Source: an optimization exercise on an open RTL-to-GDS flow (aim: small area and a short achievable clock period). Production flows keep margins and buffers that such runs may drop. Where RTL was checked, it was by simulation tests only, not by an equivalence proof against the original. Function not checked in run 1: the RTL went through the layout flow alone. Power figures rest on the tool's default switching activity, not on a simulated workload.

==> flow/design.v (outline; a module is shown in full before it is edited, if it fits) <==
// module mk_mac: 966 lines
module mk_mac(CLK,
	      RST_N,
	      put_inp_A_a,
	      EN_put_inp_A,
	      RDY_put_inp_A,
	      put_inp_B_b,
	      EN_put_inp_B,
	      RDY_put_inp_B,
	      put_inp_C_c,
	      EN_put_inp_C,
	      RDY_put_inp_C,
	      put_inp_sel_sel,
	      EN_put_inp_sel,
	      RDY_put_inp_sel,
	      get_mac_op,
	      RDY_get_mac_op);
  // ...
==> flow/flow/run.sh <==
#!/bin/bash
# Standard synthesis, then the standard layout steps with faster port
# buffers and a tighter timing-repair target.
set -e
bash standard.sh synth > synth.log 2>&1
bash standard.sh "BUFFER_PORTS_ARGS=-buffer_cell sky130_fd_sc_hd__buf_2" SETUP_SLACK_MARGIN=6.3 finish > layout.log 2>&1
==> flow/standard.sh <==
#!/bin/bash
# synth_recipe.tcl (not shown) runs the flow's synth.tcl, then flattens the netlist and writes it again
# the make line also repeats each setting of config.mk as NAME=value (left out here)
make -C /OpenROAD-flow-scripts/flow DESIGN_CONFIG=/design/flow/config.mk WORK_HOME=/design/flow/orfs CLKGATE_MAP_FILE= SYNTH_SCRIPT=/design/flow/synth_recipe.tcl "${@:-finish}"
==> flow/config.mk <==
export PLATFORM = sky130hd
export DESIGN_NAME = mk_mac
export DESIGN_NICKNAME = mk_mac
export VERILOG_FILES = /design/flow/design.v
export SDC_FILE = /design/flow/constraint.sdc
export NUM_CORES = 8
export LEC_CHECK = 0
export ABC_AREA = 0
export CAP_MARGIN = 0
export CORE_MARGIN = 2
export CORE_UTILIZATION = 65
export CTS_CLUSTER_DIAMETER = 100
export CTS_CLUSTER_SIZE = 30
export PLACE_DENSITY = 0.75
export SLEW_MARGIN = 0
export TNS_END_PERCENT = 5
==> flow/constraint.sdc <==
create_clock -name core_clock -period 9.0 [get_ports {CLK}]
set_input_delay 1.8000 -clock core_clock [delete_from_list [all_inputs] [get_ports {CLK}]]
set_output_delay 1.8000 -clock core_clock [all_outputs]
set_load 0.01 [all_outputs]
==> metrics.md, run 1 <==
| Metric | Value |
|---|---|
| Status | `timing/DRC/antenna clean` |
| Worst-Margin Slew | `1.12 ns` |
| Multi-input gates | `1273` |
| CP top delay family | `flip-flops` |
| Drt pass-1 iters | `6` |
| Commonest cells after routing, fill and taps aside | `531 x dfxtp_1, 122 x inv_1, 120 x nor2_1, 111 x nand2_1, 108 x and2_1` |
| Hold path startpoint | `t0_e[0]$_SDFF_PP1_` |
| Compound-Gate Fraction of Synth Area | `7.43%` |
| Post-synth cell types | `71` |
| Seq Cell Count | `643` |
| Critical path depth | `1` |
| Switching part of the total power | `34.4%` |
| # setup viols final | `0` |
| Clock-net power | `0.00135 W` |
| Via-to-Cell Ratio | `5.48` |
| Die Y | `199 microns` |
| Share of the cycle needed by the critical path after routing | `between 30% and 40%` |
| Post-synthesis simple-gate area fraction | `11.4%` |
| Post-synth top area share | `44.0%` |
| Worst r2r dst | `t3_sh[2]$_SDFF_PN1_` |
| Post-CTS setup buffers | `4` |
| VDD IR max | `0.000183 V` |
| Max stage delay cell, worst path | `dfxtp_2` |
| Main synth FF type | `dfxtp_1` |
| Post-synthesis sequential area ratio | `55.8%` |
==> run 2, diff against run 1 <==
--- a/flow/design.v
+++ b/flow/design.v
@@ -806,26 +806,24 @@
   wire lz_c86 = lz_v73 ? lz_c76 : lz_c81;
   wire lz_c87 = lz_v73 ? lz_c77 : lz_c82;
   wire lz_c88 = ~lz_v73;
   wire lz_v = lz_v83;
   wire [4:0] lz_c = {lz_c88, lz_c87, lz_c86, lz_c85, lz_c84};
   wire [4:0] lz = lz_v ? lz_c : 5'd2;
   reg        t6_s;
   reg [7:0]  t6_e;
-  wire       z16 = (t5_m[27:12] == 16'd0);
-  reg [3:0]  t6_l;
-  reg [4:0]  t6_ln;                
+  reg [4:0]  t6_l, t6_ln;          
   reg [27:0] t6_m;
   always @(posedge CLK) begin
     t6_s   <= t5_s;
     t6_e   <= t5_e;                 
-    t6_l   <= lz[3:0];
+    t6_l   <= lz;
     t6_ln  <= ~lz;
-    t6_m   <= z16 ? {t5_m[11:0], 16'd0} : t5_m;
+    t6_m   <= t5_m;
   end
   wire [27:0] nm = t6_m << t6_l;
   wire v6 = vld[6];
   reg        t7_s, t7_rnd;
   reg [7:0]  t7_e;
   reg [22:0] t7_f;
   always @(posedge CLK) begin
     t7_s   <= v6 & t6_s;
==> flow/flow/run.sh (replaced) <==
#!/bin/bash
# Layout flow: the standard synthesis; then the combinational logic of its
# netlist is re-mapped by ABC with every flip-flop instance (name, cell type,
# connections) kept as it is, and the result is checked equivalent to the
# standard netlist (if the check fails, the standard netlist is used); then
# the standard layout steps, with faster port buffers and a tighter
# timing-repair target.  Each tool writes its own log here.
set -e
W=$(pwd)
bash standard.sh synth > synth.log 2>&1

RES=$(dirname "$(find "$W/orfs/results" -name 1_2_yosys.v | head -1)")
LOGD=$(dirname "$(find "$W/orfs/logs" -name 1_2_yosys.log | head -1)")
OBJ=$(dirname "$(find "$W/orfs/objects" -name abc.constr | head -1)")
LIB="$FLOW_HOME/platforms/$FLOW_PLATFORM/lib/sky130_fd_sc_hd__tt_025C_1v80.lib"
YOSYS=$(command -v yosys || echo "$FLOW_HOME/../tools/install/yosys/bin/yosys")
DU=$(grep -o -- '-dont_use [A-Za-z0-9_]*' "$LOGD/1_2_yosys.log" | sort -u | tr '\n' ' ')
KEEP="=sky130_fd_sc_hd__dfxtp_1 =sky130_fd_sc_hd__edfxtp_1 =sky130_fd_sc_hd__conb_1"
cp "$RES/1_2_yosys.v" "$W/std_netlist.v"

sed -e "s#@LIB@#$LIB#g" -e "s#@KEEP@#$KEEP#g" -e "s#@IN@#$W/std_netlist.v#g" \
    -e "s#@SCRIPT@#$W/flow/resyn.abc#g" -e "s#@DU@#$DU#g" -e "s#@CONSTR@#$OBJ/abc.constr#g" \
    -e "s#@OUT@#$W/resyn_netlist.v#g" flow/resyn.ys.in > resyn.ys
sed -e "s#@LIB@#$LIB#g" -e "s#@GOLD@#$W/std_netlist.v#g" -e "s#@GATE@#$W/resyn_netlist.v#g" \
    flow/equiv.ys.in > equiv.ys

if "$YOSYS" -l resyn.log resyn.ys > /dev/null 2>&1 &&
   "$YOSYS" -l equiv.log equiv.ys > /dev/null 2>&1 &&
   grep -q "Equivalence successfully proven" equiv.log; then
  cp "$W/resyn_netlist.v" "$RES/1_2_yosys.v"
  bash standard.sh synth > synth2.log 2>&1
else
  echo "re-mapping not used" > resyn_skipped.txt
fi

bash standard.sh "BUFFER_PORTS_ARGS=-buffer_cell sky130_fd_sc_hd__buf_2" SETUP_SLACK_MARGIN=6.3 finish > layout.log 2>&1
==> flow/flow/equiv.ys.in (new file) <==
# Equivalence of the re-mapped netlist with the standard one; the flip-flops
# pair up by instance name.
read_liberty -wb -ignore_miss_func @LIB@
read_verilog @GOLD@
rename mk_mac gold
read_verilog @GATE@
rename mk_mac gate
flatten -wb gold gate
opt_clean gold gate
async2sync
equiv_make gold gate equiv
hierarchy -top equiv
equiv_simple
equiv_status
==> flow/flow/resyn.abc (new file) <==
strash
dch
map -B 0.9
topo
stime -c
buffer -c
upsize -c
dnsize -c
==> flow/flow/resyn.ys.in (new file) <==
# Re-map the combinational logic of the standard synthesis netlist, keeping
# every flip-flop instance (name, cell type and connections) as it is.
read_liberty -wb -ignore_miss_func @LIB@
setattr -mod -set keep_hierarchy 1 @KEEP@
read_verilog @IN@
hierarchy -top mk_mac
flatten -wb
opt -purge
abc -script @SCRIPT@ -liberty @LIB@ @DU@ -constr @CONSTR@ -D 9.0
opt_clean -purge
hilomap -singleton -hicell sky130_fd_sc_hd__conb_1 HI -locell sky130_fd_sc_hd__conb_1 LO
insbuf -buf sky130_fd_sc_hd__buf_4 A X
splitnets
opt_clean -purge
stat -liberty @LIB@
write_verilog -noattr -noexpr -nohex -nodec @OUT@
==> run 2 against run 1 <==
- die area down 0.22%
- largest cell class unchanged
- critical path depth is the same
- first-iteration DRC count grew 61%
- clock skew down 0.017 ns
- wire length is 13% higher
- total power down 2.1%
- critical path type unchanged
- combinational power shrank 6%
==> metrics.md, run 2 <==
| Metric | Value |
|---|---|
| Initial core utilization | `65.9% (about the same)` |
| Final Max Slew Viols | `0 (unchanged)` |
| Max-cap viol count | `0 (unchanged)` |
| VDD IR max | `0.000174 V (was 0.000183 V)` |
| CP max FO | `1 (unchanged)` |
| Critical-path cell list | `buf_2 (was buf_6)` |
| Final hold vios | `0 (unchanged)` |
| Worst Hold End | `t9[6]$_DFF_P_ (was t1_e[0]$_DFF_P_)` |
| Fillers | `2981 (was 2725)` |
| Port Buffers | `102 (unchanged)` |
| Diodes inserted | `0 (unchanged)` |
| I/O pin cnt | `108 (unchanged)` |
| Area Growth Syn to Fin | `6.69% (was 8.24%)` |
| Detailed-route DRC error count | `0 (unchanged)` |
| Status | `timing/DRC/antenna clean (unchanged)` |
| Synth warn | `1 (unchanged)` |
| GRT Util Overall | `29.2% (was 26.0%)` |
| Hpwl dp | `43.3 mm (was 38.5 mm)` |
| DR vias | `18500 (was 14900)` |
| Fmax | `340 MHz (was 349 MHz)` |
| Core outline area | `37600 sq um (was 37700 sq um)` |
| Total CTS buffers | `25 (unchanged)` |
| Clk Latency, worst-skew pair | `0.58 ns (was 0.60 ns)` |
| GP Congestion | `0.956 (was 0.955)` |
| Reg2Reg Depth | `6 (was 9)` |
| CP required | `7.20 ns (about the same)` |
| Hold path startpoint | `t8[6]$_DFF_P_ (was t0_e[0]$_SDFF_PP1_)` |
| Largest net degree at the start of global routing | `53 (was 49)` |
| Cts hold-fix bufs | `0 (unchanged)` |
| CP Capture Type | `output port (unchanged)` |
| Share of the cycle needed by the critical path after routing | `32.6% (was 31.8%)` |
| DR iter-0 viols | `1238 (was 771)` |
| First-pass GRT wire length | `90.5 mm (was 79.7 mm)` |
| Die Y | `199 microns (about the same)` |
| Unrepaired setup endpoints after global routing | `yes (unchanged)` |
| Worst r2r src | `t6_l[1]$_DFF_P_ (was t2_e[1]$_DFF_P_)` |
| CP top delay family | `flip-flops (unchanged)` |
| Layout Nets | `3072 (was 2429)` |
| Delay of the slowest critical-path stage | `0.40 ns (was 0.37 ns)` |
| Mapped Area | `24800 sq um (about the same)` |
| Routed len/inst | `16.2 microns (was 18.5 microns)` |
| Worst r2r dst | `t7_f[10]$_SDFF_PP0_ (was t3_sh[2]$_SDFF_PN1_)` |
| FF-to-FF setup slack | `6.26 ns (was 6.19 ns)` |
| Clk buf depth | `3 (unchanged)` |
| Pwr dens | `302 nW/um^2 (was 303 nW/um^2)` |
| Max Clock Skew | `0.0144 ns (was 0.0316 ns)` |
| Inst Count DP | `3475 (was 2664)` |
| Leakage power | `12.6 nW (was 11.4 nW)` |
| Worst-Margin Slew | `0.882 ns (was 1.12 ns)` |
| Worst Hold Depth | `0 (unchanged)` |
| Clk root buf | `clkbuf_16 (unchanged)` |
| Minimum clock period | `2.94 ns (was 2.86 ns)` |
| Avg Cell Area, Syn | `8.46 sq um (was 11.8 sq um)` |
| CP arrival | `1.14 ns (was 1.06 ns)` |
| Share of layout cells above drive strength 1 | `8.07% (was 13.4%)` |
| Fin cells | `3523 (was 2727)` |
| Worst Setup Path Type | `flop to output port (unchanged)` |
| Most common cell after layout, fill and taps aside | `nand2_1 (was dfxtp_1)` |
| Initial antenna violation count | `0 (was 1)` |
| Syn Inst Count | `2926 (was 2111)` |
| Max stage delay cell, worst path | `dfxtp_1 (was dfxtp_2)` |
| Die X | `199 microns (about the same)` |
| Drt pass-1 iters | `6 (unchanged)` |
| # setup viols final | `0 (unchanged)` |
| Via-to-Cell Ratio | `5.26 (was 5.48)` |
| TritonCTS clock tree | `built (unchanged)` |
| Grt total ovfl | `0 (unchanged)` |
| Antenna Nets Post-Route | `0 (unchanged)` |
| H-tree depth | `1 (unchanged)` |
| Commonest cells after routing, fill and taps aside | `769 x nand2_1, 541 x dfxtp_1, 347 x inv_1, 308 x nor2_1, 157 x o21ai_0 (was 531 x dfxtp_1, 122 x inv_1, 120 x nor2_1, 111 x nand2_1, 108 x and2_1)` |
| Slew headroom | `41.2% (was 25.5%)` |
| Startpoint types | `flop (unchanged)` |
| Vias in the first global route | `17700 (was 14800)` |
| Buf/Inv on CP | `1 (unchanged)` |
| Die Footprint | `39700 sq um (was 39800 sq um)` |
| Worst-path clk slew | `0.11 ns (about the same)` |
| Post-detailed-routing wire length | `57.1 mm (was 50.5 mm)` |
| CTS sink cnt | `644 (was 643)` |
| FP Rows | `71 (unchanged)` |
| Setup TNS | `0 ns (unchanged)` |
| HP Class | `flop to flop (unchanged)` |
-- run 2: cell types whose count changed in the layout (fill, tap and decap cells not counted), moves of 95 or more --
cell     change
and2_1     -107
ha_1        -95
nor2_1     +188
inv_1      +225
o21ai_0    +101
nand2_1    +658
-- run 2: timing repair --
item / CTS / global route
setup buffers: 0 / 6
endpoints found under the setup margin: 95 / 116
gates cloned: 1 / 2
resized for setup: 2 / 12
endpoints found under the hold margin: 0 / 0
pin swaps: 1 / 1
-- run 2: how the worst max path moves through the flow --
stage,from,to,slack [ns],cells past startpoint
after detailed placement,md_i8$_DFF_P_,t3_cf[22]$_DFF_P_,5.77,6
after global routing,rg_out[25]$_DFF_P_,get_mac_op[25],6.04,1
final,rg_out[23]$_DFF_P_,get_mac_op[23],6.06,1
after global placement,md_i8$_DFF_P_,t3_cf[22]$_DFF_P_,5.90,6
after floorplan,EN_put_inp_sel,md_w$_DFF_P_,6.67,4
after CTS,t3_sh[0]$_SDFF_PN1_,t4_b[16]$_DFF_P_,6.06,8
-- run 2: cell type report --
type	count	area (sq um)	share of cell area [%]
Clock inverter	3	22.5	0.0852
Inverter	370	1400	5.30
Timing Repair inverter	2	12.5	0.0474
Tap cell	511	639	2.42
Clock buffer	35	663	2.51
Multi-Input combinational cell	1846	9190	34.8
Sequential cell	644	13900	52.5
Timing Repair Buffer	112	609	2.31
-- run 2: power breakdown --
part           switching [W]  internal [W]  total [W]
Combinational        0.00164      0.000903    0.00254
Sequential          0.000509       0.00358    0.00409
Clock               0.000823      0.000524    0.00135
Total                0.00297       0.00501    0.00798
-- run 2: worst reg2reg max path, delay by kind of cell, from the launching register on --
| kind | cells | cell delay, ns |
|---|---|---|
| buf+inv | 2 | 0.60 |
| compound gates | 4 | 1.15 |
| flops | 1 | 0.91 |
-- run 2: through the flow --
stage	utilization (%)	total power, W	hold slack, ns	setup slack, ns	instance area (sq um)
floorplan	-	0.00588	0.310	6.67	24800
global placement	68.2	0.00653	0.310	5.90	25600
detailed placement	68.2	0.00661	0.312	5.77	25600
CTS	70.0	0.00793	0.335	6.06	26300
global route	70.3	0.00852	0.339	6.04	26400
finish	70.3	0.00798	0.328	6.06	26400
-- run 2: layer usage --
| metal | vias to the layer above | wire length [microns] | GRT usage [%] |
|---|---|---|---|
| met5 | - | 0 | 0 |
| met2 | 553 | 27500 | 51.0 |
| met4 | 0 | 1890 | 9.09 |
| met1 | 8503 | 25000 | 38.2 |
| li1 | 9340 | - | - |
| met3 | 120 | 2690 | 3.02 |
==> run 3, diff against run 2 <==
==> flow/flow/resyn.abc (replaced) <==
strash
&get -n
&st
&syn2
&dch -f
&nf
&put
buffer -c
upsize -c
dnsize -c
==> run 3 against run 2 <==
- fmax is 0.50% lower
- final cell count is 21% lower
- design area is 2.7% lower
- core utilization is 0.27 points higher
- global-route usage is 3.5 points lower
- synthesized area is 3.3% lower
- flip-flop and latch count stayed put
- synthesized cell count is 23% lower
- register-to-register slack worse by 0.21 ns
==> metrics.md, run 3 <==
| Metric | Value |
|---|---|
| Inst Count DP | `2744 (was 3475)` |
| Unrepaired setup endpoints after global routing | `yes (unchanged)` |
| Initial antenna violation count | `0 (unchanged)` |
| Worst-path clk slew | `0.11 ns (about the same)` |
| Avg Cell Area, Syn | `10.7 sq um (was 8.46 sq um)` |
| Reg2Reg Depth | `9 (was 6)` |
| Fmax | `339 MHz (was 340 MHz)` |
| Buf/Inv on CP | `0 (was 1)` |
| GP Congestion | `0.923 (was 0.956)` |
| CP Launch Point | `i8_ch[0]$_DFFE_PN_ (was rg_out[23]$_DFF_P_)` |
| Vias in the first global route | `14900 (was 17700)` |
| Dpl ws | `5.41 ns (was 5.77 ns)` |
| First-pass GRT wire length | `77.9 mm (was 90.5 mm)` |
| Status | `timing/DRC/antenna clean (unchanged)` |
| Pwr dens | `310 nW/um^2 (was 302 nW/um^2)` |
| Die Footprint | `38400 sq um (was 39700 sq um)` |
| CP max FO | `6 (was 1)` |
| Clk buf depth | `3 (unchanged)` |
| Max-cap viol count | `0 (unchanged)` |
| Minimum clock period | `2.95 ns (was 2.94 ns)` |
| CTS sink cnt | `644 (unchanged)` |
| Mapped Area | `24000 sq um (was 24800 sq um)` |
| Max Clock Skew | `0.0149 ns (was 0.0144 ns)` |
| Layout Nets | `2384 (was 3072)` |
| Final Max Slew Viols | `0 (unchanged)` |
| Worst Setup EP | `rg_out[31]$_DFF_P_ (was get_mac_op[23])` |
| Slew headroom | `18.4% (was 41.2%)` |
| Critical path depth | `9 (was 1)` |
| Setup TNS | `0 ns (unchanged)` |
| Final hold vios | `0 (unchanged)` |
| Syn Inst Count | `2245 (was 2926)` |
| Initial core utilization | `65.8% (was 65.9%)` |
| CP top delay family | `simple AND/OR/NAND/NOR gates (was flip-flops)` |
| Largest net degree at the start of global routing | `77 (was 53)` |
| FP Rows | `70 (was 71)` |
| Delay of the slowest critical-path stage | `0.60 ns (was 0.40 ns)` |
| Antenna Nets Post-Route | `0 (unchanged)` |
| M2 GR Usage | `45.4% (was 51.0%)` |
| Met3 GRT Util | `2.29% (was 3.02%)` |
| Die Y | `196 microns (was 199 microns)` |
| VDD IR max | `0.000162 V (was 0.000174 V)` |
| DR vias | `15400 (was 18500)` |
| Drt pass-1 iters | `7 (was 6)` |
| Routed len/inst | `17.9 microns (was 16.2 microns)` |
| Worst Setup Path Type | `flop to flop (was flop to output port)` |
| Startpoint types | `flop (unchanged)` |
| Die X | `196 microns (was 199 microns)` |
| Fin cells | `2790 (was 3523)` |
| H-tree depth | `1 (unchanged)` |
| Via-to-Cell Ratio | `5.53 (was 5.26)` |
| Commonest cells after routing, fill and taps aside | `540 x dfxtp_1, 227 x nor2_1, 180 x nand2_1, 168 x xnor2_1, 124 x xor2_1 (was 769 x nand2_1, 541 x dfxtp_1, 347 x inv_1, 308 x nor2_1, 157 x o21ai_0)` |
| Synth warn | `1 (unchanged)` |
| Worst r2r dst | `rg_out[31]$_DFF_P_ (was t7_f[10]$_SDFF_PP0_)` |
| Area Growth Syn to Fin | `7.34% (was 6.69%)` |
| Port Buffers | `102 (unchanged)` |
| TritonCTS clock tree | `built (unchanged)` |
| Grt total ovfl | `0 (unchanged)` |
| Hpwl dp | `37.8 mm (was 43.3 mm)` |
| Post-detailed-routing wire length | `49.9 mm (was 57.1 mm)` |
| Detailed-route DRC error count | `0 (unchanged)` |
| Setup WS post-layout | `6.05 ns (was 6.06 ns)` |
| Max stage delay cell, worst path | `or4_4 (was dfxtp_1)` |
| Most common cell after layout, fill and taps aside | `dfxtp_1 (was nand2_1)` |
| CP Capture Type | `flop (was output port)` |
| DR iter-0 viols | `874 (was 1238)` |
| FF-to-FF setup slack | `6.05 ns (was 6.26 ns)` |
| Total CTS buffers | `25 (unchanged)` |
| Placement Cell Area | `24800 sq um (was 25600 sq um)` |
| CP arrival | `3.40 ns (was 1.14 ns)` |
| Global route hottest layer | `met2 (unchanged)` |
| I/O pin cnt | `108 (unchanged)` |
| Share of the cycle needed by the critical path after routing | `32.8% (was 32.6%)` |
| # setup viols final | `0 (unchanged)` |
| CP required | `9.44 ns (was 7.20 ns)` |
| Pwr Total | `0.00796 W (was 0.00798 W)` |
| Critical-path cell list | `or4_4 > nor4b_4 > or3b_4 > nor3_4 > nand2_2 > or3_4 > mux2i_1 > xnor2_1 > a21oi_1 (was buf_2)` |
| Clk Latency, worst-skew pair | `0.56 ns (was 0.58 ns)` |
| Clk root buf | `clkbuf_16 (unchanged)` |
| Share of layout cells above drive strength 1 | `10.6% (was 8.07%)` |
| Worst-Margin Slew | `1.22 ns (was 0.882 ns)` |
| Fin area | `25700 sq um (was 26400 sq um)` |
| HP Class | `flop to flop (unchanged)` |
| GRT Util Overall | `25.7% (was 29.2%)` |
| Leakage power | `10.2 nW (was 12.6 nW)` |
| Cts hold-fix bufs | `0 (unchanged)` |
| M1 GR Usage | `34.0% (was 38.2%)` |
| Diodes inserted | `0 (unchanged)` |
| Worst r2r src | `i8_ch[0]$_DFFE_PN_ (was t6_l[1]$_DFF_P_)` |
| Core outline area | `36400 sq um (was 37600 sq um)` |
==> run 3: final cells by class <==
type	instances	area (sq um)
Timing Repair Buffer	118	634
Fill cell	2778	10700
Inverter	41	154
Clock inverter	2	21.3
Multi-Input combinational cell	1483	9790
Clock buffer	34	659
Sequential cell	644	13900
Tap cell	468	586
==> run 3: worst min path at each step <==
stage                             from              end  slack [ns]  cells past startpoint
floorplan                t9[0]$_DFF_P_   t10[0]$_DFF_P_        0.31                      0
finish              t0_e[6]$_SDFF_PP1_  t1_e[6]$_DFF_P_        0.32                      0
global route        t0_e[3]$_SDFF_PP1_  t1_e[3]$_DFF_P_        0.33                      0
global placement          t0_s$_DFF_P_     t1_s$_DFF_P_        0.31                      0
CTS                 t0_e[6]$_SDFF_PP1_  t1_e[6]$_DFF_P_        0.33                      0
detailed placement      t9[20]$_DFF_P_  t10[20]$_DFF_P_        0.31                      0
==> run 3: per-stage QoR <==
stage,hold WS (ns),util [%]
2_1_floorplan,0.310,-
3_3_place_gp,0.310,68.1
3_5_place_dp,0.312,68.1
4_1_cts,0.329,70.0
5_1_grt,0.327,70.6
6_report,0.323,70.6
==> run 3: repair_timing <==
item                                   in CTS  in global routing
setup buffers                               0                 10
setup endpoints to repair                 105                142
gates resized for setup                     4                 30
pin swaps                                   0                 13
endpoints found under the hold margin       0                  0
gates cloned                                0                  0
==> run 3: where the power goes <==
| part | leakage, nW | switching, W | internal, W |
|---|---|---|---|
| logic | 4.33 | 0.00134 | 0.00112 |
| registers | 5.52 | 0.000604 | 0.00357 |
| clock network | 0.330 | 0.000799 | 0.000521 |
==> run 3: metal layers <==
metal  share of wire (%)  vias to the layer above
met1                  44                     7168
met5                   0                        -
met3                 4.1                       79
li1                    -                     7782
met4                 2.5                        0
met2                  49                      392
==> run 4, diff against run 3 <==
--- a/flow/flow/run.sh
+++ b/flow/flow/run.sh
@@ -33,4 +33,4 @@
   echo "re-mapping not used" > resyn_skipped.txt
 fi
 
-bash standard.sh "BUFFER_PORTS_ARGS=-buffer_cell sky130_fd_sc_hd__buf_2" SETUP_SLACK_MARGIN=6.3 finish > layout.log 2>&1
+bash standard.sh "BUFFER_PORTS_ARGS=-buffer_cell sky130_fd_sc_hd__buf_2" SETUP_SLACK_MARGIN=6.2 finish > layout.log 2>&1
==> flow/flow/resyn.abc (replaced) <==
strash
dch
map -B 0.9
topo
stime -c
buffer -c
upsize -c
dnsize -c
--- a/flow/config.mk
+++ b/flow/config.mk
@@ -13,4 +13,3 @@
 export CTS_CLUSTER_SIZE = 30
 export PLACE_DENSITY = 0.75
 export SLEW_MARGIN = 0
-export TNS_END_PERCENT = 5
==> run 4 against run 3 <==
- still clean
- die area grew 3.3%
- wire length up 16%
- combinational power grew 4%
- fmax up 2.9%
- synthesized cell count up 30%
- total power increased by 0.77%
- clock power is essentially flat
- synthesized area rose by 3.4%
- worst setup slack gained 0.082 ns
- first-iteration DRC count increased by 63%
- register-to-register slack gained 0.38 ns
- critical path type is now flop to output port
==> metrics.md, run 4 <==
| Metric | Value |
|---|---|
| Hpwl dp | `43.3 mm (was 37.8 mm)` |
| Post-detailed-routing wire length | `57.6 mm (was 49.9 mm)` |
| Core outline area | `37600 sq um (was 36400 sq um)` |
| FP Rows | `71 (was 70)` |
| Share of the cycle needed by the critical path after routing | `31.9% (was 32.8%)` |
| Antenna Nets Post-Route | `0 (unchanged)` |
| TritonCTS clock tree | `built (unchanged)` |
| CTS sink cnt | `644 (unchanged)` |
| Die Y | `199 microns (was 196 microns)` |
| Fin cells | `3524 (was 2790)` |
| Pwr dens | `301 nW/um^2 (was 310 nW/um^2)` |
| CP top delay family | `flip-flops (was simple AND/OR/NAND/NOR gates)` |
| Vias in the first global route | `17700 (was 14900)` |
| # setup viols final | `0 (unchanged)` |
| CP arrival | `1.07 ns (was 3.40 ns)` |
| Worst Hold Depth | `0 (unchanged)` |
| Cts hold-fix bufs | `0 (unchanged)` |
| DR vias | `18500 (was 15400)` |
| Initial antenna violation count | `0 (unchanged)` |
| Max Clock Skew | `0.0133 ns (was 0.0149 ns)` |
| Clk buf depth | `3 (unchanged)` |
| Routed len/inst | `16.3 microns (was 17.9 microns)` |
| VDD IR max | `0.000173 V (was 0.000162 V)` |
| Startpoint types | `flop (unchanged)` |
| Area Growth Syn to Fin | `7.53% (was 7.34%)` |
| Diodes inserted | `0 (unchanged)` |
| I/O pin cnt | `108 (unchanged)` |
| Clk Latency, worst-skew pair | `0.58 ns (was 0.56 ns)` |
| Final hold vios | `0 (unchanged)` |
| Worst Setup Path Type | `flop to output port (was flop to flop)` |
| Reg2Reg Depth | `8 (was 9)` |
| Synth warn | `1 (unchanged)` |
| Minimum clock period | `2.87 ns (was 2.95 ns)` |
| Die Footprint | `39700 sq um (was 38400 sq um)` |
| DR iter-0 viols | `1422 (was 874)` |
| Share of layout cells above drive strength 1 | `8.96% (was 10.6%)` |
| Largest net degree at the start of global routing | `53 (was 77)` |
| Layout Nets | `3073 (was 2384)` |
| Commonest cells after routing, fill and taps aside | `769 x nand2_1, 516 x dfxtp_1, 347 x inv_1, 308 x nor2_1, 158 x o21ai_0 (was 540 x dfxtp_1, 227 x nor2_1, 180 x nand2_1, 168 x xnor2_1, 124 x xor2_1)` |
| Worst r2r dst | `t3_cf[8]$_SDFF_PP0_ (was rg_out[31]$_DFF_P_)` |
| Status | `timing/DRC/antenna clean (unchanged)` |
| Syn Inst Count | `2926 (was 2245)` |
| DR WL met3 | `3.07 mm (was 2.05 mm)` |
| Wire length on met2 | `27.7 mm (was 24.5 mm)` |
| Fmax | `349 MHz (was 339 MHz)` |
| Critical-path cell list | `buf_6 (was or4_4 > nor4b_4 > or3b_4 > nor3_4 > nand2_2 > or3_4 > mux2i_1 > xnor2_1 > a21oi_1)` |
| FF-to-FF setup slack | `6.43 ns (was 6.05 ns)` |
| Setup TNS | `0 ns (unchanged)` |
| Met1 wire length | `24.8 mm (was 22.1 mm)` |
| HP Class | `flop to flop (unchanged)` |
| Top routing layer in use | `met4 (unchanged)` |
| GP Congestion | `0.956 (was 0.923)` |
| Worst Hold End | `t9[6]$_DFF_P_ (was t1_e[6]$_DFF_P_)` |
| Port Buffers | `102 (unchanged)` |
| Inst Count DP | `3475 (was 2744)` |
| GRT Util Overall | `29.2% (was 25.7%)` |
| CP max FO | `1 (was 6)` |
| Delay of the slowest critical-path stage | `0.38 ns (was 0.60 ns)` |
| Total CTS buffers | `25 (unchanged)` |
| Unrepaired setup endpoints after global routing | `yes (unchanged)` |
| CP Capture Type | `output port (was flop)` |
| First-pass GRT wire length | `90.7 mm (was 77.9 mm)` |
| Initial core utilization | `65.9% (was 65.8%)` |
| Max-cap viol count | `0 (unchanged)` |
| CP required | `7.20 ns (was 9.44 ns)` |
| Hold path startpoint | `t8[6]$_DFF_P_ (was t0_e[6]$_SDFF_PP1_)` |
| Drt pass-1 iters | `5 (was 7)` |
| Leakage power | `12.6 nW (was 10.2 nW)` |
| Final Max Slew Viols | `0 (unchanged)` |
| Most common cell after layout, fill and taps aside | `nand2_1 (was dfxtp_1)` |
| Worst-path clk slew | `0.11 ns (about the same)` |
| Grt total ovfl | `0 (unchanged)` |
| Avg Cell Area, Syn | `8.46 sq um (was 10.7 sq um)` |
| Die X | `199 microns (was 196 microns)` |
| Max stage delay cell, worst path | `dfxtp_2 (was or4_4)` |
| Clk root buf | `clkbuf_16 (unchanged)` |
| Worst r2r src | `rg_A[7]$_DFFE_PP_ (was i8_ch[0]$_DFFE_PN_)` |
| Worst-Margin Slew | `0.840 ns (was 1.22 ns)` |
| H-tree depth | `1 (unchanged)` |
| Slew headroom | `43.9% (was 18.4%)` |
| Detailed-route DRC error count | `0 (unchanged)` |
| Via-to-Cell Ratio | `5.26 (was 5.53)` |
| Mapped Area | `24800 sq um (was 24000 sq um)` |
| Buf/Inv on CP | `1 (was 0)` |
[run 4: cell type report]
type                            instances  area, sq um
Timing Repair inverter                  2         12.5
Clock buffer                           35          663
Clock inverter                          3         22.5
Sequential cell                       644        13900
Multi-Input combinational cell       1846         9200
Tap cell                              511          639
Inverter                              370         1400
Timing Repair Buffer                  113          779
Fill cell                            2941        10900
[run 4: layer usage]
metal	global-route usage, %	vias to the layer above
met2	51.2	576
met1	38.2	8518
met3	2.95	118
met5	0	-
met4	9.31	0
li1	-	9330
[run 4: where the power goes]
| group | switching [W] | internal (W) | leakage [nW] |
|---|---|---|---|
| Clock | 0.000826 | 0.000524 | 0.332 |
| Combinational | 0.00165 | 0.000926 | 6.78 |
| Sequential | 0.000512 | 0.00359 | 5.53 |
| Total | 0.00298 | 0.00504 | 12.6 |
[run 4: worst max path at each step]
stage / endpoint / slack [ns] / startpoint / cells past startpoint
final: get_mac_op[23] / 6.13 / rg_out[23]$_DFF_P_ / 1
after global routing: get_mac_op[25] / 6.11 / rg_out[25]$_DFF_P_ / 1
after CTS: get_mac_op[28] / 6.12 / rg_out[28]$_DFF_P_ / 1
after detailed placement: t3_cf[22]$_DFF_P_ / 5.77 / md_i8$_DFF_P_ / 6
after global placement: t3_cf[22]$_DFF_P_ / 5.90 / md_i8$_DFF_P_ / 6
after floorplan: md_w$_DFF_P_ / 6.67 / EN_put_inp_sel / 4
[run 4: timing repair]
action | CTS | global route
endpoints found under the setup margin | 78 | 77
buffers inserted | 0 | 7
cloned | 1 | 2
gates resized for setup | 40 | 24
endpoints found under the hold margin | 0 | 0
pin swaps | 1 | 1
[run 4: per-stage QoR]
stage | instance area, sq um | power [W] | util, % | hold slack, ns | worst slack (ns)
4_1_cts | 26400 | 0.00795 | 70.4 | 0.335 | 6.12
3_3_place_gp | 25600 | 0.00653 | 68.2 | 0.310 | 5.90
3_5_place_dp | 25600 | 0.00661 | 68.2 | 0.312 | 5.77
6_report | 26600 | 0.00802 | 70.9 | 0.333 | 6.13
2_1_floorplan | 24800 | 0.00588 | - | 0.310 | 6.67
5_1_grt | 26600 | 0.00855 | 70.9 | 0.340 | 6.11
==> run 5, diff against run 4 <==
==> flow/flow/resyn.abc (replaced) <==
strash
&get -n
&st
&syn2
&dch -f
&nf
&put
buffer -c
upsize -c
dnsize -c
==> run 5 against run 4 <==
- non-clock buffer count is 18 higher
- critical path depth is the same
- fmax is 0.17% higher
- first-iteration DRC count decreased by 41%
- count of clock-buffer cells in the layout grew 3
==> metrics.md, run 5 <==
| Metric | Value |
|---|---|
| Clk Latency, worst-skew pair | `0.59 ns (was 0.58 ns)` |
| Delay of the slowest critical-path stage | `0.38 ns (about the same)` |
| Detailed-route DRC error count | `0 (unchanged)` |
| FP Rows | `70 (was 71)` |
| Setup WS post-layout | `6.14 ns (was 6.13 ns)` |
| Share of the cycle needed by the critical path after routing | `31.8% (was 31.9%)` |
| Critical path depth | `1 (unchanged)` |
| CTS sink cnt | `644 (unchanged)` |
| Clk root buf | `clkbuf_16 (unchanged)` |
| Unrepaired setup endpoints after global routing | `yes (unchanged)` |
| Synth warn | `1 (unchanged)` |
| # setup viols final | `0 (unchanged)` |
| Total CTS buffers | `26 (was 25)` |
| Hpwl dp | `37.6 mm (was 43.3 mm)` |
| Leakage power | `10.3 nW (was 12.6 nW)` |
| CP Capture Type | `output port (unchanged)` |
| Slew headroom | `31.2% (was 43.9%)` |
| Via-to-Cell Ratio | `5.51 (was 5.26)` |
| Die Y | `196 microns (was 199 microns)` |
| Worst Setup EP | `get_mac_op[30] (was get_mac_op[23])` |
| Final hold vios | `0 (unchanged)` |
| Max Clock Skew | `0.0307 ns (was 0.0133 ns)` |
| Startpoint types | `flop (unchanged)` |
| Core outline area | `36400 sq um (was 37600 sq um)` |
| Final Max Slew Viols | `0 (unchanged)` |
| Fmax | `349 MHz (about the same)` |
| CP required | `7.20 ns (about the same)` |
| Port Buffers | `102 (unchanged)` |
| Worst r2r dst | `rg_out[31]$_DFF_P_ (was t3_cf[8]$_SDFF_PP0_)` |
| CP top delay family | `flip-flops (unchanged)` |
| Vias in the first global route | `15000 (was 17700)` |
| TritonCTS clock tree | `built (unchanged)` |
| Avg Cell Area, Syn | `10.7 sq um (was 8.46 sq um)` |
| Fillers | `2690 (was 2941)` |
| Status | `timing/DRC/antenna clean (unchanged)` |
| Fin area | `26100 sq um (was 26600 sq um)` |
| Share of layout cells above drive strength 1 | `12.0% (was 8.96%)` |
| DR iter-0 viols | `845 (was 1422)` |
| Worst Setup Path Type | `flop to output port (unchanged)` |
| CP Launch Point | `rg_out[30]$_DFF_P_ (was rg_out[23]$_DFF_P_)` |
| CP max FO | `1 (unchanged)` |
| DR vias | `15500 (was 18500)` |
| Setup TNS | `0 ns (unchanged)` |
| GP Congestion | `0.916 (was 0.956)` |
| Minimum clock period | `2.86 ns (was 2.87 ns)` |
| GRT Util Overall | `25.8% (was 29.2%)` |
| Clk buf depth | `3 (unchanged)` |
| Most common cell after layout, fill and taps aside | `dfxtp_1 (was nand2_1)` |
| H-tree depth | `1 (unchanged)` |
| FF-to-FF setup slack | `6.18 ns (was 6.43 ns)` |
| Antenna Nets Post-Route | `0 (unchanged)` |
| Die Footprint | `38400 sq um (was 39700 sq um)` |
| Largest net degree at the start of global routing | `77 (was 53)` |
| Area Growth Syn to Fin | `8.87% (was 7.53%)` |
| Commonest cells after routing, fill and taps aside | `520 x dfxtp_1, 227 x nor2_1, 181 x nand2_1, 168 x xnor2_1 (was 769 x nand2_1, 516 x dfxtp_1, 347 x inv_1, 308 x nor2_1, 158 x o21ai_0)` |
| Pwr Total | `0.00810 W (was 0.00802 W)` |
| HP Class | `flop to flop (unchanged)` |
| Buf/Inv on CP | `1 (unchanged)` |
| Initial core utilization | `65.8% (was 65.9%)` |
| Die X | `196 microns (was 199 microns)` |
| Grt total ovfl | `0 (unchanged)` |
| Syn Inst Count | `2245 (was 2926)` |
| Pwr dens | `310 nW/um^2 (was 301 nW/um^2)` |
| Mapped Area | `24000 sq um (was 24800 sq um)` |
| Layout Nets | `2398 (was 3073)` |
| Max-cap viol count | `0 (unchanged)` |
| VDD IR max | `0.000224 V (was 0.000173 V)` |
| Worst-Margin Slew | `1.03 ns (was 0.840 ns)` |
| Worst r2r src | `i8_ch[0]$_DFFE_PN_ (was rg_A[7]$_DFFE_PP_)` |
| Reg2Reg Depth | `9 (was 8)` |
| Routed len/inst | `17.7 microns (was 16.3 microns)` |
| Diodes inserted | `0 (unchanged)` |
| Critical-path cell list | `buf_6 (unchanged)` |
| Max stage delay cell, worst path | `dfxtp_2 (unchanged)` |
| CP arrival | `1.06 ns (was 1.07 ns)` |
| Worst-path clk slew | `0.10 ns (was 0.11 ns)` |
| Dpl ws | `5.83 ns (was 5.77 ns)` |
| Initial antenna violation count | `0 (unchanged)` |
| First-pass GRT wire length | `78.1 mm (was 90.7 mm)` |
| Post-detailed-routing wire length | `49.8 mm (was 57.6 mm)` |
| Drt pass-1 iters | `5 (unchanged)` |
| I/O pin cnt | `108 (unchanged)` |
| Placement Cell Area | `24800 sq um (was 25600 sq um)` |
==> run 5: worst min-delay path by stage <==
stage	cells past startpoint	start	slack, ns	end
6_report	0	t0_c[4]$_DFF_P_	0.33	t1_c[4]$_DFF_P_
5_1_grt	0	t0_c[15]$_DFF_P_	0.33	t1_c[15]$_DFF_P_
4_1_cts	0	t0_c[4]$_DFF_P_	0.32	t1_c[4]$_DFF_P_
3_5_place_dp	0	t9[24]$_DFF_P_	0.31	t10[24]$_DFF_P_
3_3_place_gp	0	t9[26]$_DFF_P_	0.31	t10[26]$_DFF_P_
2_1_floorplan	0	t9[0]$_DFF_P_	0.31	t10[0]$_DFF_P_
==> run 5: layer usage <==
layer	global-route usage, %	vias to the layer above	wire length (microns)
li1	-	7833	-
met1	33.5	7213	22000
met2	45.6	368	24400
met3	2.73	73	1890
met4	7.77	0	1510
met5	0	-	0
==> run 5: layout make-up <==
type / count / area, sq um / share of cell area, %
clock buffer: 38 / 717 / 2.75
clock inverter: 4 / 57.6 / 0.221
inverter: 41 / 154 / 0.590
multi-input combinational: 1483 / 9800 / 37.6
sequential: 644 / 13900 / 53.3
tap: 468 / 586 / 2.24
timing repair buffer: 131 / 867 / 3.32
==> run 5: where the power goes <==
part / switching (W) / leakage, nW / total [W] / internal, W
clock network: 0.000834 / 0.374 / 0.00141 / 0.000573
registers: 0.000602 / 5.53 / 0.00418 / 0.00358
logic: 0.00136 / 4.42 / 0.00251 / 0.00116
==> run 5: timing repair <==
action / CTS / global route
pin swaps: 2 / 10
endpoints found under the setup margin: 63 / 82
resized for setup: 37 / 38
endpoints found under the hold margin: 0 / 0
hold buffers: 0 / 0
gates cloned: 0 / 0
buffers inserted: 5 / 16
==> run 5: through the flow <==
step | std cells | hold slack [ns] | util (%)
final | 2809 | 0.327 | 71.6
after global routing | 2809 | 0.334 | 71.6
after CTS | 2793 | 0.324 | 70.8
after detailed placement | 2746 | 0.312 | 68.2
after global placement | 2746 | 0.310 | 68.2
after floorplan | 2249 | 0.310 | -
==> run 6, diff against run 5 <==
--- a/flow/flow/run.sh
+++ b/flow/flow/run.sh
@@ -7,6 +7,7 @@
 # timing-repair target.  Each tool writes its own log here.
 set -e
 W=$(pwd)
+ABC_D=2400          # delay target (ps) for the gate sizing in ABC
 bash standard.sh synth > synth.log 2>&1
 
 RES=$(dirname "$(find "$W/orfs/results" -name 1_2_yosys.v | head -1)")
@@ -20,7 +21,7 @@
 
 sed -e "s#@LIB@#$LIB#g" -e "s#@KEEP@#$KEEP#g" -e "s#@IN@#$W/std_netlist.v#g" \
     -e "s#@SCRIPT@#$W/flow/resyn.abc#g" -e "s#@DU@#$DU#g" -e "s#@CONSTR@#$OBJ/abc.constr#g" \
-    -e "s#@OUT@#$W/resyn_netlist.v#g" flow/resyn.ys.in > resyn.ys
+    -e "s#@D@#$ABC_D#g" -e "s#@OUT@#$W/resyn_netlist.v#g" flow/resyn.ys.in > resyn.ys
 sed -e "s#@LIB@#$LIB#g" -e "s#@GOLD@#$W/std_netlist.v#g" -e "s#@GATE@#$W/resyn_netlist.v#g" \
     flow/equiv.ys.in > equiv.ys
 
==> flow/flow/resyn.abc (replaced) <==
strash
&get -n
&st
&syn2
&dch -f
&nf
&put
upsize -c
dnsize -c
--- a/flow/flow/resyn.ys.in
+++ b/flow/flow/resyn.ys.in
@@ -6,7 +6,7 @@
 hierarchy -top mk_mac
 flatten -wb
 opt -purge
-abc -script @SCRIPT@ -liberty @LIB@ @DU@ -constr @CONSTR@ -D 9.0
+abc -script @SCRIPT@ -liberty @LIB@ @DU@ -constr @CONSTR@ -D @D@
 opt_clean -purge
 hilomap -singleton -hicell sky130_fd_sc_hd__conb_1 HI -locell sky130_fd_sc_hd__conb_1 LO
 insbuf -buf sky130_fd_sc_hd__buf_4 A X
==> run 6 against run 5 <==
- global-route usage decreased by 0.14 points
- combinational power increased by 3%
- core utilization increased by 1.5 points
- total power decreased by 0.47%
- critical path depth increased by 8
- hold slack got worse by 0.015 ns
- non-clock buffer count increased by 4
- worst setup slack got worse by 0.14 ns
- count of clock-buffer cells in the layout unchanged
- synthesized cell count decreased by 3.4%
- highest routed layer unchanged
==> metrics.md, run 6 <==
| Metric | Value |
|---|---|
| CP max FO | `4 (was 1)` |
| FF-to-FF setup slack | `5.99 ns (was 6.18 ns)` |
| Leakage power | `10.2 nW (was 10.3 nW)` |
| GP Congestion | `0.913 (was 0.916)` |
| Delay of the slowest critical-path stage | `0.59 ns (was 0.38 ns)` |
| H-tree depth | `1 (unchanged)` |
| Layout Nets | `2402 (was 2398)` |
| Minimum clock period | `3.01 ns (was 2.86 ns)` |
| Worst-path clk slew | `0.11 ns (was 0.10 ns)` |
| Setup WS post-layout | `5.99 ns (was 6.14 ns)` |
| FP Rows | `69 (was 70)` |
| Antenna Nets Post-Route | `0 (unchanged)` |
| Worst-Margin Slew | `1.22 ns (was 1.03 ns)` |
| Unrepaired setup endpoints after global routing | `yes (unchanged)` |
| Avg Cell Area, Syn | `10.9 sq um (was 10.7 sq um)` |
| Port Buffers | `102 (unchanged)` |
| Worst r2r dst | `rg_out[31]$_DFF_P_ (unchanged)` |
| Setup TNS | `0 ns (unchanged)` |
| Syn Inst Count | `2168 (was 2245)` |
| Slew headroom | `18.4% (was 31.2%)` |
| Worst Setup Path Type | `flop to flop (was flop to output port)` |
| Final Max Slew Viols | `0 (unchanged)` |
| Max Clock Skew | `0.0356 ns (was 0.0307 ns)` |
| Clk root buf | `clkbuf_16 (unchanged)` |
| Core outline area | `35700 sq um (was 36400 sq um)` |
| CP Launch Point | `i8_ch[1]$_DFFE_PN_ (was rg_out[30]$_DFF_P_)` |
| DR iter-0 viols | `927 (was 845)` |
| Post-detailed-routing wire length | `49.4 mm (was 49.8 mm)` |
| Startpoint types | `flop (unchanged)` |
| GRT Util Overall | `25.6% (was 25.8%)` |
| Cts hold-fix bufs | `0 (unchanged)` |
| CP required | `9.47 ns (was 7.20 ns)` |
| Synth warn | `1 (unchanged)` |
| Most common cell after layout, fill and taps aside | `dfxtp_1 (unchanged)` |
| CP Capture Type | `flop (was output port)` |
| Share of the cycle needed by the critical path after routing | `33.4% (was 31.8%)` |
| Max-cap viol count | `0 (unchanged)` |
| Die X | `195 microns (was 196 microns)` |
| Area Growth Syn to Fin | `10.3% (was 8.87%)` |
| Pwr dens | `309 nW/um^2 (was 310 nW/um^2)` |
| Commonest cells after routing, fill and taps aside | `522 x dfxtp_1, 227 x nor2_1, 180 x nand2_1, 167 x xnor2_1, 124 x xor2_1 (was 520 x dfxtp_1, 227 x nor2_1, 181 x nand2_1, 168 x xnor2_1)` |
| Die Footprint | `37900 sq um (was 38400 sq um)` |
| I/O pin cnt | `108 (unchanged)` |
| Grt total ovfl | `0 (unchanged)` |
| Largest net degree at the start of global routing | `78 (was 77)` |
| Worst Hold Depth | `0 (unchanged)` |
| Max stage delay cell, worst path | `or4_4 (was dfxtp_2)` |
| Final hold vios | `0 (unchanged)` |
| Routed len/inst | `17.6 microns (was 17.7 microns)` |
| Die Y | `195 microns (was 196 microns)` |
| CTS sink cnt | `644 (unchanged)` |
| Dpl ws | `5.76 ns (was 5.83 ns)` |
| Mapped Area | `23600 sq um (was 24000 sq um)` |
| # setup viols final | `0 (unchanged)` |
| Total CTS buffers | `25 (was 26)` |
| DR vias | `15600 (was 15500)` |
| Via-to-Cell Ratio | `5.55 (was 5.51)` |
| Hold path startpoint | `t1_c[11]$_DFF_P_ (was t0_c[4]$_DFF_P_)` |
| VDD IR max | `0.000184 V (was 0.000224 V)` |
| Drt pass-1 iters | `5 (unchanged)` |
| Reg2Reg Depth | `9 (unchanged)` |
| Status | `timing/DRC/antenna clean (unchanged)` |
| Worst Hold End | `t2_c[11]$_DFF_P_ (was t1_c[4]$_DFF_P_)` |
| Initial antenna violation count | `0 (unchanged)` |
| Critical-path cell list | `or4_4 > nor4b_4 > or3b_4 > nor3_4 > nand2_2 > or3_4 > mux2i_4 > xnor2_1 > a21oi_1 (was buf_6)` |
| HP Class | `flop to flop (unchanged)` |
| TritonCTS clock tree | `built (unchanged)` |
| Diodes inserted | `0 (unchanged)` |
| Detailed-route DRC error count | `0 (unchanged)` |
| Initial core utilization | `66.3% (was 65.8%)` |
| Vias in the first global route | `15100 (was 15000)` |
| Clk buf depth | `3 (unchanged)` |
| Hpwl dp | `36.8 mm (was 37.6 mm)` |
| Share of layout cells above drive strength 1 | `10.0% (was 12.0%)` |
| Worst r2r src | `i8_ch[1]$_DFFE_PN_ (was i8_ch[0]$_DFFE_PN_)` |
| CP arrival | `3.48 ns (was 1.06 ns)` |
| First-pass GRT wire length | `77.7 mm (was 78.1 mm)` |
| Clk Latency, worst-skew pair | `0.62 ns (was 0.59 ns)` |
| Fmax | `333 MHz (was 349 MHz)` |
## run 6: area by class of cell
type	count	area, sq um
sequential	644	13900
multi-input combinational	1484	9860
fill	2541	9580
timing repair buffer	135	875
clock buffer	38	674
tap	461	577
inverter	41	154
clock inverter	2	36.3
## run 6: report_power, final
group          switching, W  internal [W]  total, W
sequential         0.000552       0.00358   0.00413
clock              0.000822      0.000534   0.00136
combinational       0.00144       0.00114   0.00258
## run 6: metrics by stage
step,cells,hold slack (ns),instance area (sq um),total power [W],utilization [%]
2_1_floorplan,2172,0.310,23700,0.00589,-
3_3_place_gp,2741,0.310,24800,0.00655,69.6
3_5_place_dp,2741,0.312,24800,0.00663,69.6
4_1_cts,2785,0.313,25700,0.00799,72.1
5_1_grt,2805,0.312,26100,0.00853,73.1
6_report,2805,0.312,26100,0.00806,73.1
## run 6: critical path, delay by kind of cell (launching register included)
kind / cells / cell delay (ns)
flops: 1 / 0.42
mux: 1 / 0.16
simple gates: 6 / 2.00
xor+xnor: 1 / 0.17
compound gates: 1 / 0.12
## run 6: routing by layer
metal	vias up	global-route usage (%)	share of wire [%]
met5	-	0	0
met4	0	8.32	3.7
met3	93	2.62	4.2
met2	393	44.7	48
met1	7254	33.6	44
li1	7836	-	-
## run 6: worst max-delay path by stage
stage / cells past startpoint / endpoint / slack [ns]
6_report: 9 / rg_out[31]$_DFF_P_ / 5.99
4_1_cts: 1 / get_mac_op[9] / 6.10
5_1_grt: 9 / rg_out[31]$_DFF_P_ / 5.89
3_5_place_dp: 9 / t5_m[22]$_DFF_P_ / 5.76
2_1_floorplan: 4 / t3_cf[0]$_SDFF_PP0_ / 6.21
3_3_place_gp: 6 / t2_f[1]$_SDFF_PN0_ / 5.78
## run 6: timing repair
| item | in CTS | in global routing |
|---|---|---|
| setup endpoints to repair | 89 | 104 |
| pin swaps | 3 | 19 |
| gates cloned | 0 | 1 |
| setup buffers | 4 | 19 |
| gates resized for setup | 40 | 46 |
==> run 7, diff against run 6 <==
==> flow/flow/resyn.abc (replaced) <==
strash
&get -n
&st
&dch -f
&nf
&st
&syn2
&dch -f
&nf
&put
upsize -c
dnsize -c
==> run 7 against run 6 <==
- total power increased by 0.36%
- synthesized area decreased by 0.56%
- flip-flop and latch count unchanged
- fmax increased by 0.79%
- clock power increased by 3%
- core utilization increased by 1.2 points
- hold slack improved by 0.0077 ns
- register-to-register slack improved by 0.02 ns
- via count increased by 0.30%
- sequential share of layout area decreased by 0.58 points
- critical endpoint is now t1_q[0]$_DFF_P_
==> metrics.md, run 7 <==
| Metric | Value |
|---|---|
| Status | `timing/DRC/antenna clean (unchanged)` |
| CP Launch Point | `t0_r1[1]$_DFF_P_ (was i8_ch[1]$_DFFE_PN_)` |
| Hpwl dp | `35.6 mm (was 36.8 mm)` |
| Diodes inserted | `0 (unchanged)` |
| CP required | `9.50 ns (was 9.47 ns)` |
| Synth warn | `1 (unchanged)` |
| Clk root buf | `clkbuf_16 (unchanged)` |
| GRT Util Overall | `25.2% (was 25.6%)` |
| Commonest cells after routing, fill and taps aside | `507 x dfxtp_1, 211 x nor2_1, 193 x nand2_1, 162 x xnor2_1, 115 x a21oi_1 (was 522 x dfxtp_1, 227 x nor2_1, 180 x nand2_1, 167 x xnor2_1, 124 x xor2_1)` |
| Minimum clock period | `2.98 ns (was 3.01 ns)` |
| Final Max Slew Viols | `0 (unchanged)` |
| Fillers | `2493 (was 2541)` |
| CP max FO | `2 (was 4)` |
| Die Footprint | `37700 sq um (was 37900 sq um)` |
| Most common cell after layout, fill and taps aside | `dfxtp_1 (unchanged)` |
| WHS | `0.320 ns (was 0.312 ns)` |
| DR vias | `15600 (about the same)` |
| Worst r2r src | `t0_r1[1]$_DFF_P_ (was i8_ch[1]$_DFFE_PN_)` |
| Max Clock Skew | `0.0193 ns (was 0.0356 ns)` |
| FF-to-FF setup slack | `6.02 ns (was 5.99 ns)` |
| Share of the cycle needed by the critical path after routing | `33.1% (was 33.4%)` |
| Vias in the first global route | `15000 (was 15100)` |
| Drt pass-1 iters | `5 (unchanged)` |
| Antenna Nets Post-Route | `0 (unchanged)` |
| HP Class | `flop to flop (unchanged)` |
| Worst-path clk slew | `0.12 ns (was 0.11 ns)` |
| Slew headroom | `24.7% (was 18.4%)` |
| First-pass GRT wire length | `76.9 mm (was 77.7 mm)` |
| H-tree depth | `1 (unchanged)` |
| Layout Nets | `2420 (was 2402)` |
| Syn Inst Count | `2161 (was 2168)` |
| Fmax | `335 MHz (was 333 MHz)` |
| Die Y | `194 microns (was 195 microns)` |
| Leakage power | `10.3 nW (was 10.2 nW)` |
| FP Rows | `69 (unchanged)` |
| Total CTS buffers | `26 (was 25)` |
| Unrepaired setup endpoints after global routing | `yes (unchanged)` |
| Pwr dens | `306 nW/um^2 (was 309 nW/um^2)` |
| Worst Setup EP | `t1_q[0]$_DFF_P_ (was rg_out[31]$_DFF_P_)` |
| Worst r2r dst | `t1_q[0]$_DFF_P_ (was rg_out[31]$_DFF_P_)` |
| Startpoint types | `flop (unchanged)` |
| VDD IR max | `0.000308 V (was 0.000184 V)` |
| CP arrival | `3.49 ns (was 3.48 ns)` |
| Die X | `194 microns (was 195 microns)` |
| Avg Cell Area, Syn | `10.9 sq um (about the same)` |
| Area Growth Syn to Fin | `12.4% (was 10.3%)` |
| Mapped Area | `23500 sq um (was 23600 sq um)` |
| TritonCTS clock tree | `built (unchanged)` |
| GP Congestion | `0.913 (about the same)` |
| Post-detailed-routing wire length | `48.9 mm (was 49.4 mm)` |
| Multi-input logic area | `9910 sq um (was 9860 sq um)` |
| Clk buf depth | `3 (unchanged)` |
| Core outline area | `35600 sq um (was 35700 sq um)` |
| Clk Latency, worst-skew pair | `0.59 ns (was 0.62 ns)` |
| DR iter-0 viols | `884 (was 927)` |
| Share of layout cells above drive strength 1 | `12.7% (was 10.0%)` |
| Largest net degree at the start of global routing | `82 (was 78)` |
| Reg2Reg Depth | `12 (was 9)` |
| CP Capture Type | `flop (unchanged)` |
| Max-cap viol count | `0 (unchanged)` |
| Routed len/inst | `17.3 microns (was 17.6 microns)` |
| Initial antenna violation count | `0 (unchanged)` |
| Final hold vios | `0 (unchanged)` |
| Cts hold-fix bufs | `0 (unchanged)` |
| Grt total ovfl | `0 (unchanged)` |
| Via-to-Cell Ratio | `5.54 (was 5.55)` |
| Port Buffers | `102 (unchanged)` |
| Worst Setup Path Type | `flop to flop (unchanged)` |
| Initial core utilization | `66.1% (was 66.3%)` |
| # setup viols final | `0 (unchanged)` |
| Setup TNS | `0 ns (unchanged)` |
| Worst-Margin Slew | `1.12 ns (was 1.22 ns)` |
| Detailed-route DRC error count | `0 (unchanged)` |
| CTS sink cnt | `644 (unchanged)` |
| Reg area | `13900 sq um (about the same)` |
| I/O pin cnt | `108 (unchanged)` |
==> run 7: cell type report <==
type	instances	area share [%]
Clock buffer	36	2.60
Multi-Input combinational cell	1479	37.5
Tap cell	461	2.18
Clock inverter	4	0.284
Inverter	39	0.559
Sequential cell	644	52.7
Timing Repair Buffer	159	4.11
==> run 7: power breakdown <==
part / switching, W / internal, W / total (W)
clock network: 0.000844 / 0.000556 / 0.00140
registers: 0.000517 / 0.00358 / 0.00409
logic: 0.00140 / 0.00119 / 0.00260
total: 0.00276 / 0.00532 / 0.00809
==> run 7: metrics by stage <==
stage	util, %	instance area [sq um]	cells	power [W]	worst slack (ns)
global placement	69.7	24800	2732	0.00640	5.75
detailed placement	69.7	24800	2732	0.00646	5.72
finish	74.3	26400	2822	0.00809	6.02
global route	74.3	26400	2822	0.00857	5.88
floorplan	-	23600	2165	0.00578	6.05
CTS	73.1	26000	2798	0.00796	5.96
==> run 7: how the worst min path moves through the flow <==
| stage | cells past startpoint | start | slack (ns) | endpoint |
|---|---|---|---|---|
| finish | 0 | t0_c[8]$_DFF_P_ | 0.32 | t1_c[8]$_DFF_P_ |
| global placement | 0 | t9[16]$_DFF_P_ | 0.31 | t10[16]$_DFF_P_ |
| CTS | 0 | t0_c[8]$_DFF_P_ | 0.32 | t1_c[8]$_DFF_P_ |
| detailed placement | 0 | t0_c[6]$_DFF_P_ | 0.31 | t1_c[6]$_DFF_P_ |
| global route | 0 | t0_c[8]$_DFF_P_ | 0.32 | t1_c[8]$_DFF_P_ |
| floorplan | 0 | t9[0]$_DFF_P_ | 0.31 | t10[0]$_DFF_P_ |
==> run 7: routing by layer <==
metal | vias up | track usage [%] | part of all wire, %
li1 | 7867 | - | -
met1 | 7271 | 33.4 | 44
met2 | 394 | 44.0 | 49
met3 | 91 | 2.90 | 3.9
met4 | 0 | 6.99 | 3.4
met5 | - | 0 | 0
==> run 7: timing repair <==
action / CTS / global route
setup buffers: 26 / 23
resized for setup: 72 / 64
gates cloned: 0 / 1
endpoints found under the setup margin: 98 / 105
pin swaps: 28 / 34
==> run 7: critical path: stages (launching register included) <==
cell,delay (ns)
dfxtp_2,0.34
o211ai_1,0.25
a31oi_2,0.15
maj3_2,0.34
a221o_1,0.33
o221a_4,0.15
o311ai_4,0.29
o31ai_4,0.09
maj3_2,0.35
a31oi_4,0.19
maj3_2,0.23
o21ai_2,0.06
xor2_1,0.14
==> run 8, diff against run 7 <==
--- a/flow/flow/run.sh
+++ b/flow/flow/run.sh
@@ -7,7 +7,7 @@
 # timing-repair target.  Each tool writes its own log here.
 set -e
 W=$(pwd)
-ABC_D=2400          # delay target (ps) for the gate sizing in ABC
+ABC_D=9.0          # delay target (ps) for the gate sizing in ABC
 bash standard.sh synth > synth.log 2>&1
 
 RES=$(dirname "$(find "$W/orfs/results" -name 1_2_yosys.v | head -1)")
==> flow/flow/resyn.abc (replaced) <==
strash
&get -n
&st
&syn2
&dch -f
&nf
&put
buffer -c
upsize -c
dnsize -c
--- a/flow/config.mk
+++ b/flow/config.mk
@@ -5,7 +5,7 @@
 export SDC_FILE = /design/flow/constraint.sdc
 export NUM_CORES = 8
 export LEC_CHECK = 0
-export ABC_AREA = 0
+export ABC_AREA = 1
 export CAP_MARGIN = 0
 export CORE_MARGIN = 2
 export CORE_UTILIZATION = 65
==> run 8 against run 7 <==
- still clean
- sequential power about the same
- total power increased by 2.0%
- core utilization decreased by 1.3 points
- first-iteration DRC count increased by 4.8%
- design area increased by 1.1%
- clock skew increased by 0.018 ns
- combinational power increased by 7%
- non-clock buffer count increased by 16
- critical endpoint is now rg_out[31]$_DFF_P_
- largest cell class unchanged
==> metrics.md, run 8 <==
| Metric | Value |
|---|---|
| Status | `timing/DRC/antenna clean (unchanged)` |
| Die Y | `197 microns (was 194 microns)` |
| Worst-Margin Slew | `1.03 ns (was 1.12 ns)` |
| Detailed-route DRC error count | `0 (unchanged)` |
| Final Max Slew Viols | `0 (unchanged)` |
| VDD IR max | `0.000199 V (was 0.000308 V)` |
| Fillers | `2634 (was 2493)` |
| Hold path startpoint | `t8[13]$_DFF_P_ (was t0_c[8]$_DFF_P_)` |
| Die Footprint | `38800 sq um (was 37700 sq um)` |
| TritonCTS clock tree | `built (unchanged)` |
| Grt total ovfl | `0 (unchanged)` |
| Slew headroom | `31.1% (was 24.7%)` |
| GRT Util Overall | `26.2% (was 25.2%)` |
| CTS sink cnt | `644 (unchanged)` |
| Area Growth Syn to Fin | `10.4% (was 12.4%)` |
| CP max FO | `4 (was 2)` |
| Syn Inst Count | `2298 (was 2161)` |
| Post-detailed-routing wire length | `51.3 mm (was 48.9 mm)` |
| Worst r2r dst | `rg_out[31]$_DFF_P_ (was t1_q[0]$_DFF_P_)` |
| Inst Count DP | `2795 (was 2732)` |
| I/O pin cnt | `108 (unchanged)` |
| Setup TNS | `0 ns (unchanged)` |
| Vias in the first global route | `15500 (was 15000)` |
| CP required | `9.45 ns (was 9.50 ns)` |
| Worst Setup Path Type | `flop to flop (unchanged)` |
| Switching part of the total power | `34.8% (was 34.2%)` |
| Worst-path clk slew | `0.11 ns (was 0.12 ns)` |
| Clk Latency, worst-skew pair | `0.60 ns (was 0.59 ns)` |
| FP Rows | `70 (was 69)` |
| Fmax | `345 MHz (was 335 MHz)` |
| Placement Cell Area | `25100 sq um (was 24800 sq um)` |
| Startpoint types | `flop (unchanged)` |
| Multi-input logic area | `10100 sq um (was 9910 sq um)` |
| Fin cells | `2898 (was 2822)` |
| Fin area | `26700 sq um (was 26400 sq um)` |
| Mapped Area | `24200 sq um (was 23500 sq um)` |
| CP arrival | `3.35 ns (was 3.49 ns)` |
| Share of layout cells above drive strength 1 | `14.7% (was 12.7%)` |
| Max Clock Skew | `0.0377 ns (was 0.0193 ns)` |
| Worst r2r src | `i8_ch[0]$_DFFE_PN_ (was t0_r1[1]$_DFF_P_)` |
| Largest net degree at the start of global routing | `60 (was 82)` |
| Total CTS buffers | `25 (was 26)` |
| # setup viols final | `0 (unchanged)` |
| HP Class | `flop to flop (unchanged)` |
| Internal power | `0.00538 W (was 0.00532 W)` |
| Reg2Reg Depth | `9 (was 12)` |
| Minimum clock period | `2.90 ns (was 2.98 ns)` |
| Avg Cell Area, Syn | `10.5 sq um (was 10.9 sq um)` |
| Core outline area | `36600 sq um (was 35600 sq um)` |
| Pwr dens | `309 nW/um^2 (was 306 nW/um^2)` |
| Leakage power | `10.8 nW (was 10.3 nW)` |
| Antenna Nets Post-Route | `0 (unchanged)` |
| Clk buf depth | `3 (unchanged)` |
| Commonest cells after routing, fill and taps aside | `509 x dfxtp_1, 232 x nor2_1, 203 x nand2_1, 151 x xnor2_1, 125 x xor2_1 (was 507 x dfxtp_1, 211 x nor2_1, 193 x nand2_1, 162 x xnor2_1, 115 x a21oi_1)` |
| Initial antenna violation count | `0 (unchanged)` |
| Pwr Total | `0.00825 W (was 0.00809 W)` |
| Via-to-Cell Ratio | `5.53 (was 5.54)` |
| GP Congestion | `0.909 (was 0.913)` |
| Comb pwr share | `33.8% (was 32.1%)` |
| Diodes inserted | `0 (unchanged)` |
| Switch Pwr | `0.00288 W (was 0.00276 W)` |
| Dpl ws | `5.57 ns (was 5.72 ns)` |
| Synth warn | `1 (unchanged)` |
| DR iter-0 viols | `926 (was 884)` |
| Share of the cycle needed by the critical path after routing | `32.2% (was 33.1%)` |
| Drt pass-1 iters | `5 (unchanged)` |
| Die X | `197 microns (was 194 microns)` |
| Worst Setup EP | `rg_out[31]$_DFF_P_ (was t1_q[0]$_DFF_P_)` |
| FF-to-FF setup slack | `6.10 ns (was 6.02 ns)` |
| Reg area | `13900 sq um (about the same)` |
| Clock group share of total power | `16.3% (was 17.3%)` |
| Unrepaired setup endpoints after global routing | `yes (unchanged)` |
| Flop pwr share | `49.9% (was 50.6%)` |
| Clk root buf | `clkbuf_16 (unchanged)` |
| CP Launch Point | `i8_ch[0]$_DFFE_PN_ (was t0_r1[1]$_DFF_P_)` |
| Most common cell after layout, fill and taps aside | `dfxtp_1 (unchanged)` |
| Final hold vios | `0 (unchanged)` |
| Layout Nets | `2488 (was 2420)` |
| DR vias | `16000 (was 15600)` |
| Routed len/inst | `17.7 microns (was 17.3 microns)` |
| H-tree depth | `1 (unchanged)` |
| Max-cap viol count | `0 (unchanged)` |
| Hpwl dp | `37.3 mm (was 35.6 mm)` |
| CP Capture Type | `flop (unchanged)` |
| Setup WS post-layout | `6.10 ns (was 6.02 ns)` |
| First-pass GRT wire length | `80.6 mm (was 76.9 mm)` |
| Initial core utilization | `66.1% (about the same)` |
| Port Buffers | `102 (unchanged)` |
run 8: power groups by stage:
stage | clock network [W] | logic (W) | registers (W)
2_1_floorplan | 0 | 0.00206 | 0.00394
3_3_place_gp | 0 | 0.00247 | 0.00414
3_5_place_dp | 0 | 0.00251 | 0.00416
4_1_cts | 0.00138 | 0.00261 | 0.00410
5_1_grt | 0.00148 | 0.00306 | 0.00420
6_report | 0.00135 | 0.00279 | 0.00412
run 8: worst min-delay path by stage:
stage / to / slack, ns / cells after the start
3_3_place_gp: t9[28]$_DFF_P_ / 0.31 / 0
6_report: t9[13]$_DFF_P_ / 0.32 / 0
3_5_place_dp: t10[8]$_DFF_P_ / 0.31 / 0
4_1_cts: t9[13]$_DFF_P_ / 0.32 / 0
2_1_floorplan: t10[0]$_DFF_P_ / 0.31 / 0
5_1_grt: t10[21]$_DFF_P_ / 0.32 / 0
run 8: routing by layer:
metal / vias up / part of all wire [%] / global-route usage, %
li1: 8038 / - / -
met1: 7503 / 45 / 35.0
met2: 392 / 47 / 44.0
met3: 104 / 4.1 / 3.20
met4: 0 / 3.9 / 9.66
met5: - / 0 / 0
run 8: worst max-delay path: stages, from the launching register on:
cell      delay (ns)
edfxtp_1        0.44
nor4_4          0.34
nand2_2         0.15
or3_4           0.36
or3_4           0.34
or3_4           0.36
or3_4           0.35
mux2i_2         0.18
xnor2_1         0.14
a21oi_1         0.08
run 8: cell type report:
cell class | count | share of cell area [%]
inverters | 48 | 0.679
clock buffers | 36 | 2.50
multi-input cells | 1523 | 37.8
repair buffers | 175 | 4.58
flip-flops and latches | 644 | 52.1
clock inverters | 4 | 0.112
well taps | 468 | 2.19
run 8: timing repair:
action                                  CTS  global route
setup buffers                            40            23
endpoints found under the setup margin   82            89
gates resized for setup                  47            84
pin swaps                                16            48
hold buffers                              0             0
run 8: stage by stage:
step | hold WS, ns | util, %
after floorplan | 0.310 | -
after global placement | 0.310 | 68.4
after detailed placement | 0.312 | 68.4
after CTS | 0.316 | 71.7
after global routing | 0.320 | 73.0
final | 0.318 | 73.0

[afterwards: timing with drivers on the ports]
In the flow no input, the clock included, has a driving cell. The finished layouts below were timed again as built, in two steps. Step 1 sets driving cells, clkbuf_16 on the clock port and buf_2 on the other inputs (assumed; they add their load-dependent delay and slew). Step 2, shift: input delay + t, output delay - t, t = (earliest + latest rising clock arrival at the registers) / 2. This alone moves slack from input paths to output paths. Slacks: ideal ports / drivers / drivers and shift; pairs: ideal ports / drivers.
run	t, ns	slack for setup (ns)	worst slew at a driven data input, ns	cell pins on the clock port's net
run 1	0.633	6.138 / 6.086 / 6.156	0.05	1
run 2	0.633	6.063 / 6.006 / 6.181	0.07	1
run 3	0.612	6.049 / 6.023 / 6.049	0.04	1
run 4	0.637	6.131 / 6.071 / 6.188	0.07	1
run 5	0.629	6.136 / 6.081 / 6.157	0.04	1
run 6	0.653	5.994 / 5.994 / 5.994	0.04	1
run 7	0.645	6.018 / 6.018 / 6.018	0.04	1
run 8	0.637	6.099 / 6.083 / 6.099	0.04	1
After both steps setup and hold are still met in every run listed.
